This is an optimization exercise on Yosys and OpenROAD, whose aim is small area, not a production implementation. In this exercise RTL edits were held to simulation tests only and were not proved equivalent to the original. Power figures rest on the tool's default switching activity, not on a simulated workload.

--- design/flow/config.mk ---
export PLATFORM = sky130hd
export DESIGN_NAME = bop_it
export DESIGN_NICKNAME = bop_it
export VERILOG_FILES = /design/flow/design.v
export SDC_FILE = /design/flow/constraint.sdc
export NUM_CORES = 4
export LEC_CHECK = 0
export ABC_AREA = 1
export CAP_MARGIN = 20
export CORE_MARGIN = 2
export CORE_UTILIZATION = 40
export SLEW_MARGIN = 20
--- design/flow/constraint.sdc ---
create_clock -name core_clock -period 80.0 [get_ports {clk}]
set_input_delay 16.0000 -clock core_clock [delete_from_list [all_inputs] [get_ports {clk}]]
set_output_delay 16.0000 -clock core_clock [all_outputs]
set_load 0.01 [all_outputs]
--- design/flow/design.v ---
`timescale 1ns / 1ps
module bop_it(
	input clk,
	input rst,
	input [7:0] sw,
	input [4:0] btns,
	output [7:0] leds,
	output [6:0] ssd_digit,
	output [3:0] ssd_select
	);
localparam S_INIT = 3'd0, S_IDLE = 3'd1, S_RNG = 3'd2, S_CHK = 3'd3,
           S_LVL = 3'd4, S_DLVL = 3'd5, S_LOSE = 3'd6, S_WIN = 3'd7;
localparam D_BLANK = 3'd0, D_LET = 3'd1, D_LUL = 3'd2, D_DASH = 3'd4, D_SCORE = 3'd5;
reg [5:0] e;
reg [2:0] state;
reg [7:0] cnt;
reg [2:0] dm;
reg [12:0] move;
reg [7:0] sw_prev;
reg [4:0] btn_press;
reg corr;
reg [6:0] points;
reg [31:0] R;
reg flag;
reg [32:0] ring;
reg [3:0] acc;
wire tick = (e == 6'd63);
wire [1:0] idx = e[5:4] + 2'd1;
wire newgame = (state == S_RNG) && dm[2];
wire [2:0] lv = newgame ? 3'd0 : points[5:3];
wire [3:0] m = (lv <= 3'd1) ? 4'd5 : (lv <= 3'd4) ? 4'd9 : 4'd13;
wire [2:0] nel = (lv == 3'd0) ? 3'd1 : (lv <= 3'd2) ? 3'd2 : (lv <= 3'd5) ? 3'd3 : 3'd4;
wire [7:0] cj = lv[2] ? (lv[1] ? 8'd31 : 8'd46) : 8'd62;
wire [7:0] ch = lv[2] ? (lv[1] ? 8'd15 : 8'd23) : 8'd31;
wire [5:0] pe = lv[2] ? (lv[1] ? 6'd15 : 6'd55) : 6'd31;
wire [7:0] bar = ~(8'hFE << lv);
wire en = (state == S_RNG) && (cnt <= 8'd31) && (dm != D_LUL);
wire fb = R[31] ^ R[21] ^ R[1] ^ R[0];
wire [15:0] inc = R[15:0] + 16'd1;
wire sample = en ? R[0] : R[31];
wire [4:0] h2 = {acc, ring[32]};
wire [3:0] hn = (h2 >= {1'b0, m}) ? h2 - {1'b0, m} : h2[3:0];
wire hwin = ((state == S_RNG) && ((cnt == 8'd32 && e[5]) || (cnt == 8'd33 && !e[5]))) && !e[0];
wire [5:0] hk = e - 6'd32;  
wire cap = hwin && ((e == 6'd30) || (e == 6'd22 && nel >= 3'd2) ||
                    (e == 6'd14 && nel >= 3'd3) || (e == 6'd62 && nel >= 3'd4));
always @(posedge clk) begin
	if (rst) e <= 6'd63; else e <= e + 6'd1;
	if (rst) begin
		R[15:0] <= 16'd1;
		flag <= 1'b0;
	end else if (!flag) begin
		if (!en) R[15:0] <= (R[15:0] == 16'hFFFF) ? 16'd1 : inc;
		flag <= en;
	end else
		R[15:0] <= {R[14:0], en ? fb : R[31]};
	R[31:16] <= {R[30:16], R[15] & flag};
	ring <= {ring[31:0], (tick && state == S_RNG && cnt <= 8'd31) ? sample : ring[32]};
	if (hwin) acc <= hn;
	if (cap) move <= move | (13'd1 << hn);
	if (state == S_CHK && (cnt != cj || e <= pe))
		btn_press <= btn_press | btns;
	corr <= (sw == sw_prev) && (btn_press == move[4:0]);
	if (tick && state != S_CHK)
		sw_prev <= sw ^ ((state == S_RNG) ? move[12:5] : 8'd0);
	if (rst) begin
		state <= S_INIT;
		dm <= D_BLANK;
		move[12:5] <= 8'd0;
	end else if (tick) begin
		case (state)
		S_INIT: begin
			state <= S_IDLE;
			dm <= D_DASH;
		end
		S_IDLE: begin
			if (sw[7] != sw_prev[7]) begin
				state <= S_RNG;
				cnt <= 8'd0;
			end
			move[12:5] <= 8'd0;
		end
		S_RNG: begin
			cnt <= cnt + 8'd1;
			if (cnt == 8'd31) begin
				move <= 13'd0;
				acc <= 4'd0;
			end
			if (cnt == 8'd33) begin
				dm <= D_BLANK;
				if (newgame) points <= 7'd0;
			end
			if (cnt == 8'd35)
				dm <= D_LET;
			if (cnt == 8'd36) begin
				state <= S_CHK;
				cnt <= 8'd0;
				btn_press <= 5'd0;
			end
		end
		S_CHK: begin
			if (cnt == cj) begin
				cnt <= 8'd0;
				if (corr) begin
					points <= points + 7'd1;
					state <= (points[2:0] == 3'd7) ? S_LVL : S_RNG;
				end else
					state <= S_LOSE;
			end else begin
				cnt <= cnt + 8'd1;
				if (cnt == ch) begin
					dm <= D_BLANK;
					move[12:5] <= 8'd0;
				end
			end
		end
		S_LVL: begin
			if (points[6]) begin
				state <= S_WIN;
				move[12:5] <= 8'hFF;
			end else
				state <= S_DLVL;
		end
		S_DLVL: begin
			cnt <= cnt + 8'd1;
			if (cnt == 8'd0)
				dm <= D_LUL;
			if (cnt == 8'd200) begin
				state <= S_RNG;
				cnt <= 8'd0;
			end
		end
		S_LOSE: begin
			dm <= D_SCORE;
			state <= S_IDLE;
		end
		S_WIN: begin
			cnt <= cnt + 8'd1;
			dm <= D_SCORE;
			if (cnt == 8'd30 || cnt == 8'd60 || cnt == 8'd90 ||
			    cnt == 8'd120 || cnt == 8'd150 || cnt == 8'd180)
				move[12:5] <= ~move[12:5];
			else if (cnt == 8'd200)
				state <= S_IDLE;
		end
		endcase
	end
end
wire ovr = (state == S_DLVL) || (state == S_RNG && cnt <= 8'd33);
assign leds = ovr ? ((dm == D_LUL) ? bar : 8'd0) : move[12:5];
function [6:0] dseg(input [3:0] d);
	case (d)
	4'd0: dseg = 7'b0111111;
	4'd1: dseg = 7'b0000110;
	4'd2: dseg = 7'b1011011;
	4'd3: dseg = 7'b1001111;
	4'd4: dseg = 7'b1100110;
	4'd5: dseg = 7'b1101101;
	4'd6: dseg = 7'b1111101;
	4'd7: dseg = 7'b0000111;
	4'd8: dseg = 7'b1111111;
	4'd9: dseg = 7'b1101111;
	default: dseg = 7'b0000000;
	endcase
endfunction
localparam [6:0] G_R = 7'b1010000, G_D = 7'b1011110, G_L = 7'b0111000,
                 G_U = 7'b0011100, G_C = 7'b1011000, G_DASH = 7'b1000000;
reg [6:0] let_seg;
integer i, n;
always @(*) begin
	let_seg = 7'd0;
	n = 0;
	for (i = 0; i < 5; i = i + 1)
		if (move[i]) begin
			if (n == 3 - idx)
				case (i)
				0: let_seg = G_C;
				1: let_seg = G_U;
				2: let_seg = G_L;
				3: let_seg = G_D;
				default: let_seg = G_R;
				endcase
			n = n + 1;
		end
end
wire [3:0] p10 = points / 7'd10;
wire [3:0] p1 = points % 7'd10;
reg [6:0] seg;
always @(*) begin
	case (dm)
	D_LET: seg = let_seg;
	D_LUL: seg = (idx == 2'd0) ? dseg({1'b0, lv} + 4'd1) : (idx == 2'd2) ? G_U : G_L;
	D_DASH: seg = G_DASH;
	D_SCORE: seg = (idx == 2'd0) ? dseg(p1) : (idx == 2'd1) ? dseg(p10) : 7'd0;
	default: seg = 7'd0;
	endcase
end
assign ssd_digit = ~seg;
assign ssd_select = ~(4'b0001 << idx);
endmodule
--- design/flow/flow/run.sh ---
#!/bin/bash
# Standard ORFS layout with smaller port buffers and clock buffers and no CTS dummy loads.
set -euo pipefail
export BUFFER_PORTS_ARGS="-buffer_cell sky130_fd_sc_hd__buf_1"
export CTS_ARGS="-sink_clustering_enable -repair_clock_nets -buf_list sky130_fd_sc_hd__clkbuf_4 -root_buf sky130_fd_sc_hd__clkbuf_4 -sink_clustering_size 40 -sink_clustering_max_diameter 200 -dont_use_dummy_load"
bash standard.sh > standard.log 2>&1
--- design/flow/standard.sh ---
#!/bin/bash
# synth_recipe.tcl (not shown) runs the flow's synth.tcl, then flattens the netlist and writes it again
# the make line also repeats each setting of config.mk as NAME=value (left out here)
make -C /OpenROAD-flow-scripts/flow DESIGN_CONFIG=/design/flow/config.mk WORK_HOME=/design/flow/orfs CLKGATE_MAP_FILE= SYNTH_SCRIPT=/design/flow/synth_recipe.tcl "${@:-finish}"
==> impl_results.md, run 1 <==
* Number of flops mapped to enable cells by yosys at 23
* Synthesis-to-finish area growth at 7.208%
* Ys async rst share at 0
* Crit. Startpoint: points[4]$_SDFFCE_PN0P_
* Post-synth top area share at 0.2841
* Setup violators final at 0
* FP Rows at 48
* HP Start: R[26]$_DFF_P_
* Critical-path cell list: inv_2 > nand2_2 > nor2_1 > inv_2 > nand3_2 > nand2_4 > nand2_4 > nand2_4 > nand2_4 > nand2_2 > nand2_1 > inv_2 > ha_1 > inv_1 > nand3_4 > nand3_4 > nand2_1 > nand2_1 > ha_1 > or2_1 > o21ai_1 > nor2_1 > nor2_1 > buf_1
* Synth cell types at 48
* Final hold violation count at 0
* Peak supply drop at 0.00001131 V
* Number of antenna diodes at 0
* Register area share after synthesis at 0.3812
* Slew @ Worst Pin at 0.9039 ns
* FF+latch count, synth at 124
* Multi-input gate area at 3780 um2
* DRC viols at 0
* Kind of critical path: reg2out
* Req. time, crit path at 64.00 ns
* R2R setup slack at 75.61 ns
* Die W at 137.4 um
* Insertion delay of the later-clocked pin in the worst-skew pair at 0.52 ns
* Total track usage at 0.1847
* Via-to-Cell Ratio at 5.043
* Clk pin slew, worst setup/hold paths at 0.11 ns
* # Post-CTS Setup Buffers at 0
* P_leak at 3.283 nW
* H-Tree Level Count at 4
* Share of cells above drive strength 1 at 0.07222
* First-pass GRT wire length at 27460 um
* R2R depth at 23
* Pins Over Slew Limit at 0
* RSZ-0062 raised after global routing: no
* DP HPWL at 12840 um
* Status: finished clean
* Synth top area cells: dfxtp_1 (28%), nand2_1 (10%), edfxtp_1 (9.7%)
* Remaining Overflow, GRT at 0
* Worst setup path end: ssd_digit[1]
* Slew HR at 0.3946
* CP Capture Type: output port
* Die Height at 137.4 um
* Min-Delay Path Class: reg2reg
* Final-layout fill cell count at 1821
* CTS Buf Count at 17
* Crit path time final at 19.67 ns
* Routed Wire Length at 16670 um
* Reg-to-reg startpoint: state[2]$_SDFFE_PP0P_
* Die area at 18870 um2
* Vias in the first global route at 5690
* Largest net degree at the start of global routing at 29
* Antenna violations before repair at 0
* CP max-delay cell: edfxtp_1
* Ys flop type: dfxtp_1
* Critical path peak fanout at 8
* Root Driver: clkbuf_4
* Io pins at 34
* P per Cell Area at 18.20 nW/um2
* WP data arrival at 3.67 ns
* Resized cells post-CTS at 0
* Startpoint types: flop
* Mapped cell area at 7117 um2
* Clock Skew at 0.03630 ns
* Count leader, synth: nand2_1
* R2R Path End: move[11]$_SDFF_PP0_
* FF+latch area at 2713 um2
* Wire length per cell at 13.64 um
* Hold depth at 0
* Synthesis warning total at 1
* Synth cell count leaders: nand2_1 (192), inv_1 (141), dfxtp_1 (101)
* Synth Instances at 956
* Final Wtd Congestion at 0.8946
* Setup_tns at 0 ns
* Area leader, netlist: dfxtp_1
* CP most frequent cell: nand2_4
* Fmax at 0.05085 GHz
* Total Nets Final at 1059
* CTS tree: built
* Vias at 6162
* Core Area at 17360 um2
* # clock sinks at 124
* Port bufs at 33
* Max-Cap Viols at 0
* Syn avg cell area at 7.444 um2
* Iter 0 DRT Violations at 361
* Initial core utilization at 0.4100
* CTS Hold Bufs at 0
* First-pass iteration count of the detailed router at 4
* Fin crit share at 0.2458
* Worst path max stage delay at 0.45 ns
* Final Power at 0.0001389 W
* Syn Nets at 1016
* Largest buffer count on any clock path at 2
* Antenna viol nets, final at 0
==> state kept, by name (all words and copies together) (netlist names), 4 cells and up <==
signal     cells
btn_press      5
cnt            8
points         7
R             32
move          13
sw_prev        8
ring          33
acc            4
e              6
==> cell type report <==
class | count | area share
Sequential cell | 124 | 0.3555
Clock buffer | 17 | 0.01673
Multi-Input combinational cell | 666 | 0.4954
Timing Repair Buffer | 37 | 0.02017
Inverter | 153 | 0.07527
Tap cell | 225 | 0.03690
==> stage by stage <==
| stage | instances | hold slack, ns | worst slack (ns) | util | instance area, um2 |
|---|---|---|---|---|---|
| detailed placement | 1205 | 0.3121 | 60.88 | 0.4322 | 7502 |
| global placement | 1205 | 0.3098 | 60.96 | 0.4322 | 7502 |
| floorplan | 956 | 0.3096 | 61.22 | - | 7117 |
| global route | 1222 | 0.3232 | 59.91 | 0.4396 | 7630 |
| CTS | 1222 | 0.3165 | 60.27 | 0.4396 | 7630 |
| finish | 1222 | 0.3125 | 60.33 | 0.4396 | 7630 |
==> kinds of logic after synthesis <==
kind of cell               share of synthesized area
AOI/OAI and AO/OA                             0.1382
xor gates and xnor gates                     0.04307
adders and majority gates                    0.07911
buffers and inverters                        0.08790
DFF                                           0.3812
and+or+nand+nor                               0.2706
==> critical path: cells and delay by family, from the launching register on <==
| family | cells | cell delay, ns |
|---|---|---|
| buf+inv | 5 | 0.55 |
| fa+ha+maj | 2 | 0.41 |
| simple gates | 16 | 1.58 |
| flops | 1 | 0.45 |
| compound gates | 1 | 0.13 |
==> power breakdown <==
part	total (W)	internal [W]	switching, W	leakage, nW
sequential	0.0000714	0.0000677	0.00000367	1.02
combinational	0.0000389	0.0000121	0.0000268	2.18
clock	0.0000285	0.00000969	0.0000188	0.0782
==> how the worst min path moves through the flow <==
stage | end | slack (ns)
finish | R[27]$_DFF_P_ | 0.31
global route | ring[9]$_DFF_P_ | 0.32
detailed placement | ring[19]$_DFF_P_ | 0.31
floorplan | R[17]$_DFF_P_ | 0.31
CTS | R[27]$_DFF_P_ | 0.32
global placement | R[28]$_DFF_P_ | 0.31
==> layout by cell type, fill, tap and decap left out, types with 8 or more instances in the layout <==
| cell | synthesis | layout |
|---|---|---|
| nand2_1 | 192 | 192 |
| inv_1 | 141 | 141 |
| dfxtp_1 | 101 | 101 |
| nor2_1 | 91 | 91 |
| o21ai_0 | 57 | 57 |
| nand3_1 | 54 | 54 |
| a21oi_1 | 48 | 48 |
| ha_1 | 45 | 45 |
| buf_1 | 0 | 33 |
| edfxtp_1 | 23 | 23 |
| xor2_1 | 20 | 20 |
| a31oi_1 | 17 | 17 |
| clkbuf_4 | 0 | 17 |
| nor3_1 | 15 | 15 |
| xnor2_1 | 15 | 15 |
| nand4_1 | 14 | 14 |
| inv_2 | 12 | 12 |
| o211ai_1 | 9 | 9 |
| nand2_4 | 8 | 8 |
| o21ai_1 | 8 | 8 |
| nor4_1 | 8 | 8 |
==> layer usage <==
layer  wire length [um]  track usage  vias up
met5                  0            0        -
met2               7463       0.2946      133
met1               8143       0.2494     2781
li1                   -            -     3217
met3                703      0.03348       31
met4                357      0.06758        0
==> inputs of run 2 (changes only) <==
==> design/flow/flow/run.sh (replaced) <==
#!/bin/bash
# Standard ORFS layout with smaller port buffers and clock buffers and no CTS dummy loads.
set -euo pipefail
export BUFFER_PORTS_ARGS="-buffer_cell sky130_fd_sc_hd__buf_1"
export CTS_ARGS="-sink_clustering_enable -repair_clock_nets -buf_list sky130_fd_sc_hd__clkbuf_8 -root_buf sky130_fd_sc_hd__clkbuf_8 -dont_use_dummy_load"
bash standard.sh > standard.log 2>&1
==> run 2 against run 1 <==
- still clean on timing, DRC and antenna
- register-to-register slack about the same
- clock power is 37% higher
- count of clock-buffer cells in the layout unchanged
- sequential share of layout area shrank 0.49 points
- sequential cell count unchanged
- final cell count unchanged
- die area stayed put
- via count down 0.42%
- fmax grew 0.51%
- global-route usage down 0.093 points
- highest routed layer unchanged
- critical path type unchanged
- final area increased by 1.4%
- power grew 7.5%
==> impl_results.md, run 2 <==
* Status: finished clean
* Req. time, crit path at 64.00 ns
* Final hold violation count at 0
* Post-synthesis mux area share at 0
* Resized cells post-CTS at 0
* Fin crit share at 0.2446
* Number of antenna diodes at 0
* FP Rows at 48
* R2R depth at 23
* Remaining Overflow, GRT at 0
* Pins Over Slew Limit at 0
* CTS tree: built
* Slew @ Worst Pin at 0.9183 ns
* Total Nets Final at 1059
* # clock sinks at 124
* Crit path time final at 19.57 ns
* DRC viols at 0
* HP Start: R[26]$_DFF_P_
* Min-Delay Path Class: reg2reg
* Worst path buffer plus inverter count at 6
* Die W at 137.4 um
* Startpoint types: flop
* Max-Cap Viols at 0
* Clock Skew at 0.02585 ns
* Wire length per cell at 13.64 um
* Synth cell types at 48
* Clk pin slew, worst setup/hold paths at 0.07 ns
* Antenna viol nets, final at 0
* Post-synth top area share at 0.2841
* Register area share after synthesis at 0.3812
* # Post-CTS Setup Buffers at 0
* Port bufs at 33
* Critical-path cell list: inv_2 > nand2_2 > nor2_1 > inv_2 > nand2_4 > nand2_1 > nand2_1 > inv_2 > nand2_4 > nand3_1 > nand2_1 > inv_2 > ha_1 > inv_1 > nand3_4 > nand3_4 > nand2_1 > nand2_1 > ha_1 > or2_1 > o21ai_1 > nor2_1 > nor2_1 > buf_1
* Via-to-Cell Ratio at 5.021
* Setup_tns at 0 ns
* Complex-gate fraction of the synthesized area at 0.1382
* Synthesis warning total at 1
* R2R Path End: move[11]$_SDFF_PP0_
* Root Driver: clkbuf_8
* Initial core utilization at 0.4100
* Dpl cell area at 7502 um2
* Total track usage at 0.1838
* Ys async rst share at 0
* Post-synthesis simple-gate area fraction at 0.2706
* Io pins at 34
* Syn avg cell area at 7.444 um2
* Kind of critical path: reg2out
* CP Capture Type: output port
* Insertion delay of the later-clocked pin in the worst-skew pair at 0.43 ns
* Share of cells above drive strength 1 at 0.07222
* Worst Hold Path EP: R[27]$_DFF_P_
* Peak supply drop at 0.00001210 V
* Die Height at 137.4 um
* Die area at 18870 um2
* Worst path max stage delay at 0.44 ns
* Synthesis-to-finish area growth at 8.703%
* CP most frequent cell: nand2_1
* Vias in the first global route at 5681
* CP max-delay cell: edfxtp_1
* Largest net degree at the start of global routing at 29
* CTS Buf Count at 17
* Mapped cell area at 7117 um2
* Vias at 6136
* Synth top area cells: dfxtp_1 (28%), nand2_1 (10%), edfxtp_1 (9.7%)
* Synth cell count leaders: nand2_1 (192), inv_1 (141), dfxtp_1 (101)
* FF+latch count, synth at 124
* Post-Synth XOR/XNOR Area at 0.04307
* Critical path peak fanout at 8
* Fmax at 0.05111 GHz
* WP data arrival at 3.57 ns
* Final Cell Area at 7736 um2
* Area leader, netlist: dfxtp_1
* Final-layout fill cell count at 1808
* Routed Wire Length at 16660 um
* Syn Nets at 1016
* Antenna violations before repair at 0
* DP HPWL at 12840 um
* Hold depth at 0
* Synth Instances at 956
* CTS Hold Bufs at 0
* Slew HR at 0.3850
* Largest family of logic cells by synthesized area: simple AND/OR/NAND/NOR gates
* RSZ-0062 raised after global routing: no
* R2R setup slack at 75.61 ns
* Most frequent cells in the layout: nand2_1 (192), inv_1 (141), dfxtp_1 (101)
* Ys flop type: dfxtp_1
* Largest buffer count on any clock path at 2
* P_leak at 3.327 nW
* Reg with most FFs: ring
* First-pass iteration count of the detailed router at 5
* Crit path max-delay family: simple AND/OR/NAND/NOR gates
* Post-synthesis adder-cell area fraction at 0.07911
* Max reg flops at 33
* Reg-to-reg startpoint: state[2]$_SDFFE_PP0P_
* Count leader, synth: nand2_1
* Iter 0 DRT Violations at 352
* Commonest non-fill, non-tap cell in the layout: nand2_1
* Core Area at 17360 um2
* Biggest regs: ring (33), R (32), move (13)
* First-pass GRT wire length at 27380 um
* P per Cell Area at 19.30 nW/um2
* Number of flops mapped to enable cells by yosys at 23
* H-Tree Level Count at 4
* Setup violators final at 0
* Final Wtd Congestion at 0.8946
[run 2: cell counts after synthesis]
No cell type changed its count.
[run 2: layer usage]
metal  vias up  wire length (um)  global-route usage
li1       3221                 -                   -
met1      2759              8172              0.2492
met2       133              7416              0.2935
met3        23               725             0.03238
met4         0               350             0.06529
met5         -                 0                   0
[run 2: worst max-delay path by stage]
stage | end | startpoint | slack (ns) | cells past startpoint
5_1_grt | ssd_digit[6] | points[4]$_SDFFCE_PN0P_ | 60.04 | 25
3_5_place_dp | ssd_digit[1] | points[4]$_SDFFCE_PN0P_ | 60.88 | 24
6_report | ssd_digit[1] | points[4]$_SDFFCE_PN0P_ | 60.43 | 24
2_1_floorplan | ssd_digit[1] | points[4]$_SDFFCE_PN0P_ | 61.22 | 23
3_3_place_gp | ssd_digit[1] | points[4]$_SDFFCE_PN0P_ | 60.96 | 24
4_1_cts | ssd_digit[1] | points[4]$_SDFFCE_PN0P_ | 60.39 | 24
[run 2: worst register-to-register path: stages (launching register included)]
cell     delay [ns]
dfxtp_1        0.39
inv_1          0.10
nand2_2        0.13
nor2_4         0.11
inv_2          0.14
nor2_4         0.06
nor2_1         0.27
inv_1          0.16
ha_1           0.25
or2_2          0.35
nand2_1        0.07
inv_1          0.04
ha_1           0.30
o21ai_0        0.09
nand2_1        0.08
nand2_1        0.08
nand3_1        0.18
o21ai_0        0.50
inv_1          0.14
nor2_1         0.17
inv_1          0.09
nor4_1         0.36
o21ai_0        0.13
a21oi_1        0.13
[run 2: per-stage QoR]
step | worst slack [ns] | util | hold slack (ns) | instances | total power (W)
2_1_floorplan | 61.22 | - | 0.3096 | 956 | 0.0001013
3_3_place_gp | 60.96 | 0.4322 | 0.3098 | 1205 | 0.0001109
3_5_place_dp | 60.88 | 0.4322 | 0.3121 | 1205 | 0.0001112
4_1_cts | 60.39 | 0.4457 | 0.3143 | 1222 | 0.0001503
5_1_grt | 60.04 | 0.4457 | 0.3243 | 1222 | 0.0001585
6_report | 60.43 | 0.4457 | 0.3137 | 1222 | 0.0001493
[run 2: cell type report]
cell class	count	area, um2	area share
well taps	225	281.5	0.03639
clock buffers	17	234.0	0.03024
inverters	153	574.3	0.07424
multi-input cells	666	3780	0.4886
flip-flops and latches	124	2713	0.3506
repair buffers	37	153.9	0.01989
[run 2: cell families after synthesis]
family          count (synthesis)
compound gates                170
xor+xnor                       35
fa+ha+maj                      45
buf+inv                       166
flops                         124
simple gates                  416
[run 2: power breakdown]
group	switching (W)	total [W]	internal [W]
Clock	0.0000203	0.0000390	0.0000186
Sequential	0.00000368	0.0000715	0.0000678
Combinational	0.0000267	0.0000389	0.0000121
==> inputs of run 3 (changes only) <==
==> design/flow/run.sh (new file) <==
#!/bin/bash
# synth_recipe.tcl (not shown) runs the flow's synth.tcl, then flattens the netlist and writes it again
# the make line also repeats each setting of config.mk as NAME=value (left out here)
make -C /OpenROAD-flow-scripts/flow DESIGN_CONFIG=/design/flow/config.mk WORK_HOME=/design/flow/orfs CLKGATE_MAP_FILE= SYNTH_SCRIPT=/design/flow/synth_recipe.tcl finish
removed: design/flow/flow/run.sh
removed: design/flow/standard.sh
==> run 3 against run 2 <==
- clock skew decreased by 0.018 ns
- combinational power rose by 5.7%
- sequential power barely moved
- via count increased by 2.3%
- critical path depth stayed put
- final area rose by 7.4%
- count of clock-buffer cells in the layout is 1 higher
- routed wire length rose by 4.3%
- synthesized area is the same
- first-iteration DRC count up 15%
- fmax shrank 2.0%
- register-to-register slack worse by 0.05 ns
- critical path type unchanged
- highest routed layer unchanged
==> impl_results.md, run 3 <==
* Io pins at 34
* Slew @ Worst Pin at 0.9639 ns
* Switching power at 0.00006164 W
* Critical path peak fanout at 8
* Min-Delay Path Class: reg2reg
* Fin crit share at 0.2495
* Register area share after synthesis at 0.3812
* Synthesis warning total at 1
* P_leak at 3.585 nW
* Ys flop type: dfxtp_1
* Worst Hold Path EP: R[29]$_DFF_P_
* Clock Skew at 0.008032 ns
* Post-synthesis mux area share at 0
* Mapped cell area at 7117 um2
* Reg-to-reg startpoint: state[2]$_SDFFE_PP0P_
* Hold depth at 0
* Complex-gate fraction of the synthesized area at 0.1382
* Ys async rst share at 0
* Die area at 18870 um2
* FF+latch area at 2713 um2
* Vias at 6278
* Syn avg cell area at 7.444 um2
* Insertion delay of the later-clocked pin in the worst-skew pair at 0.42 ns
* H-Tree Level Count at 4
* Multi-input gate area at 3782 um2
* Root Driver: clkbuf_16
* Via-to-Cell Ratio at 5.079
* Status: finished clean
* Most frequent cells in the layout: nand2_1 (192), inv_1 (141), dfxtp_1 (101)
* Number of flops mapped to enable cells by yosys at 23
* Synth top area cells: dfxtp_1 (28%), nand2_1 (10%), edfxtp_1 (9.7%)
* R2R depth at 23
* Reg with most FFs: ring
* First-pass GRT wire length at 28980 um
* Pins Over Slew Limit at 0
* Fmax at 0.05010 GHz
* Final Wtd Congestion at 0.8857
* Synth cell count leaders: nand2_1 (192), inv_1 (141), dfxtp_1 (101)
* Crit path time final at 19.96 ns
* Sequential share of power at 0.372
* CP Capture Type: output port
* Commonest non-fill, non-tap cell in the layout: nand2_1
* Number of antenna diodes at 0
* Die W at 137.4 um
* Final hold violation count at 0
* CTS Hold Bufs at 0
* Total track usage at 0.1947
* HP Start: R[28]$_DFF_P_
* Slew HR at 0.3544
* # clock sinks at 124
* Initial core utilization at 0.4100
* Int Pwr at 0.0001302 W
* FF+latch count, synth at 124
* Max reg flops at 33
* Post-route setup slack at 60.04 ns
* P per Cell Area at 23.09 nW/um2
* # Post-CTS Setup Buffers at 0
* Total Nets Final at 1058
* Biggest regs: ring (33), R (32), move (13)
* Port bufs at 33
* Largest net degree at the start of global routing at 26
* Peak supply drop at 0.00001656 V
* DRC viols at 0
* Kind of critical path: reg2out
* Max-Cap Viols at 0
* Setup violators final at 0
* Synth Instances at 956
* Antenna violations before repair at 0
* WP data arrival at 3.96 ns
* Wire length per cell at 14.06 um
* Startpoint types: flop
* FP Rows at 48
* Logic pwr share at 0.214
* Pre-CTS WS at 60.47 ns
* Antenna viol nets, final at 0
* CTS Buf Count at 17
* CTS tree: built
* Largest buffer count on any clock path at 2
* Synthesis-to-finish area growth at 16.77%
* Syn Nets at 1016
* Routed Wire Length at 17380 um
* Clk pwr share at 0.413
* Synth cell types at 48
* Post-Synth XOR/XNOR Area at 0.04307
* Post-synthesis adder-cell area fraction at 0.07911
* Switching share of power at 0.3213
* Clk pin slew, worst setup/hold paths at 0.06 ns
* Iter 0 DRT Violations at 404
* DP HPWL at 12960 um
* Remaining Overflow, GRT at 0
* R2R Path End: move[10]$_SDFF_PP0_
* Post-synthesis simple-gate area fraction at 0.2706
* Core Area at 17360 um2
* Final-layout fill cell count at 1755
* R2R setup slack at 75.56 ns
* Share of cells above drive strength 1 at 0.08605
* Die Height at 137.4 um
* Area leader, netlist: dfxtp_1
* Largest family of logic cells by synthesized area: simple AND/OR/NAND/NOR gates
* Req. time, crit path at 64.00 ns
* Count leader, synth: nand2_1
* Vias in the first global route at 5945
* Setup_tns at 0 ns
* Post-synth top area share at 0.2841
* First-pass iteration count of the detailed router at 6
* RSZ-0062 raised after global routing: no
* Resized cells post-CTS at 0
-- run 3: kinds of logic (layout without fill, tap and decap cells) --
family | Yosys count | in the layout
simple gates | 416 | 416
compound gates | 170 | 170
buf+inv | 166 | 221
flops | 124 | 124
fa+ha+maj | 45 | 45
xor+xnor | 35 | 35
-- run 3: final cells by class --
class                   count  area share
multi-input cells         666      0.4551
well taps                 225     0.03388
flip-flops and latches    124      0.3264
clock inverters            14     0.01882
clock buffers              18     0.05420
inverters                 153     0.06911
repair buffers             36     0.04246
-- run 3: layer usage --
layer / part of all wire / global-route usage / vias up
li1: - / - / 3236
met1: 0.47 / 0.2579 / 2828
met2: 0.46 / 0.3212 / 183
met3: 0.052 / 0.03974 / 31
met4: 0.018 / 0.05556 / 0
met5: 0 / 0 / -
-- run 3: worst max path at each step --
stage / startpoint / to / slack (ns)
floorplan: points[4]$_SDFFCE_PN0P_ / ssd_digit[1] / 61.22
global placement: points[4]$_SDFFCE_PN0P_ / ssd_digit[1] / 60.56
detailed placement: points[4]$_SDFFCE_PN0P_ / ssd_digit[1] / 60.47
CTS: points[4]$_SDFFCE_PN0P_ / ssd_digit[1] / 60.01
global route: points[4]$_SDFFCE_PN0P_ / ssd_digit[1] / 59.66
finish: points[4]$_SDFFCE_PN0P_ / ssd_digit[1] / 60.04
-- run 3: critical path, stage by stage (launching register included) --
cell	delay [ns]
edfxtp_1	0.43
inv_2	0.17
nand2_2	0.08
nor2_1	0.21
inv_2	0.10
nand2_4	0.09
nand2_1	0.05
nand2_1	0.08
inv_2	0.05
nand2_4	0.08
nand3_1	0.10
nand2_1	0.10
inv_2	0.04
ha_1	0.16
inv_1	0.10
nand3_4	0.12
nand3_4	0.11
nand2_1	0.06
nand2_1	0.10
ha_1	0.23
or2_1	0.25
o21ai_1	0.12
nor2_1	0.06
nor2_1	0.09
clkdlybuf4s50_1	0.54
-- run 3: through the flow --
stage	hold WS, ns	total power [W]	util	instances	area (um2)
floorplan	0.3096	0.0001013	-	956	7117
global placement	0.3097	0.0001129	0.4437	1204	7701
detailed placement	0.3121	0.0001132	0.4437	1204	7701
CTS	0.3221	0.0001923	0.4787	1236	8308
global route	0.3280	0.0002019	0.4788	1236	8310
finish	0.3222	0.0001919	0.4788	1236	8310
-- run 3: power by group through the flow --
stage | sequential (W) | clock [W] | combinational [W]
floorplan | 0.0000715 | 0 | 0.0000298
global placement | 0.0000727 | 0 | 0.0000403
detailed placement | 0.0000727 | 0 | 0.0000405
CTS | 0.0000714 | 0.0000802 | 0.0000407
global route | 0.0000721 | 0.0000831 | 0.0000467
finish | 0.0000714 | 0.0000793 | 0.0000411

-- afterwards: timing with drivers on the ports --
No port has a modelled driver above. Below, the same layouts with a new extraction and two added sets of constraints. Step 1 assumes that a clkbuf_16 drives the clock port and a buf_2 every other input. Step 2 also shifts input and output timing later by t, the mid clock arrival at the registers, as if the neighbouring blocks saw the same clock. Slacks: ideal ports / drivers / drivers and shift; pairs: ideal ports / drivers.
| run | t, ns | setup WS [ns] | hold slack, ns | slew at the worst register clock pin (ns) |
|---|---|---|---|---|
| run 1 | 0.535 | 60.333 / 60.301 / 60.836 | 0.313 / 0.313 / 0.313 | 0.11 / 0.11 |
| run 2 | 0.456 | 60.433 / 60.397 / 60.853 | 0.314 / 0.314 / 0.314 | 0.07 / 0.07 |
| run 3 | 0.465 | 60.038 / 59.993 / 60.458 | 0.322 / 0.322 / 0.322 | 0.06 / 0.06 |
After both steps every run listed still meets setup and hold.
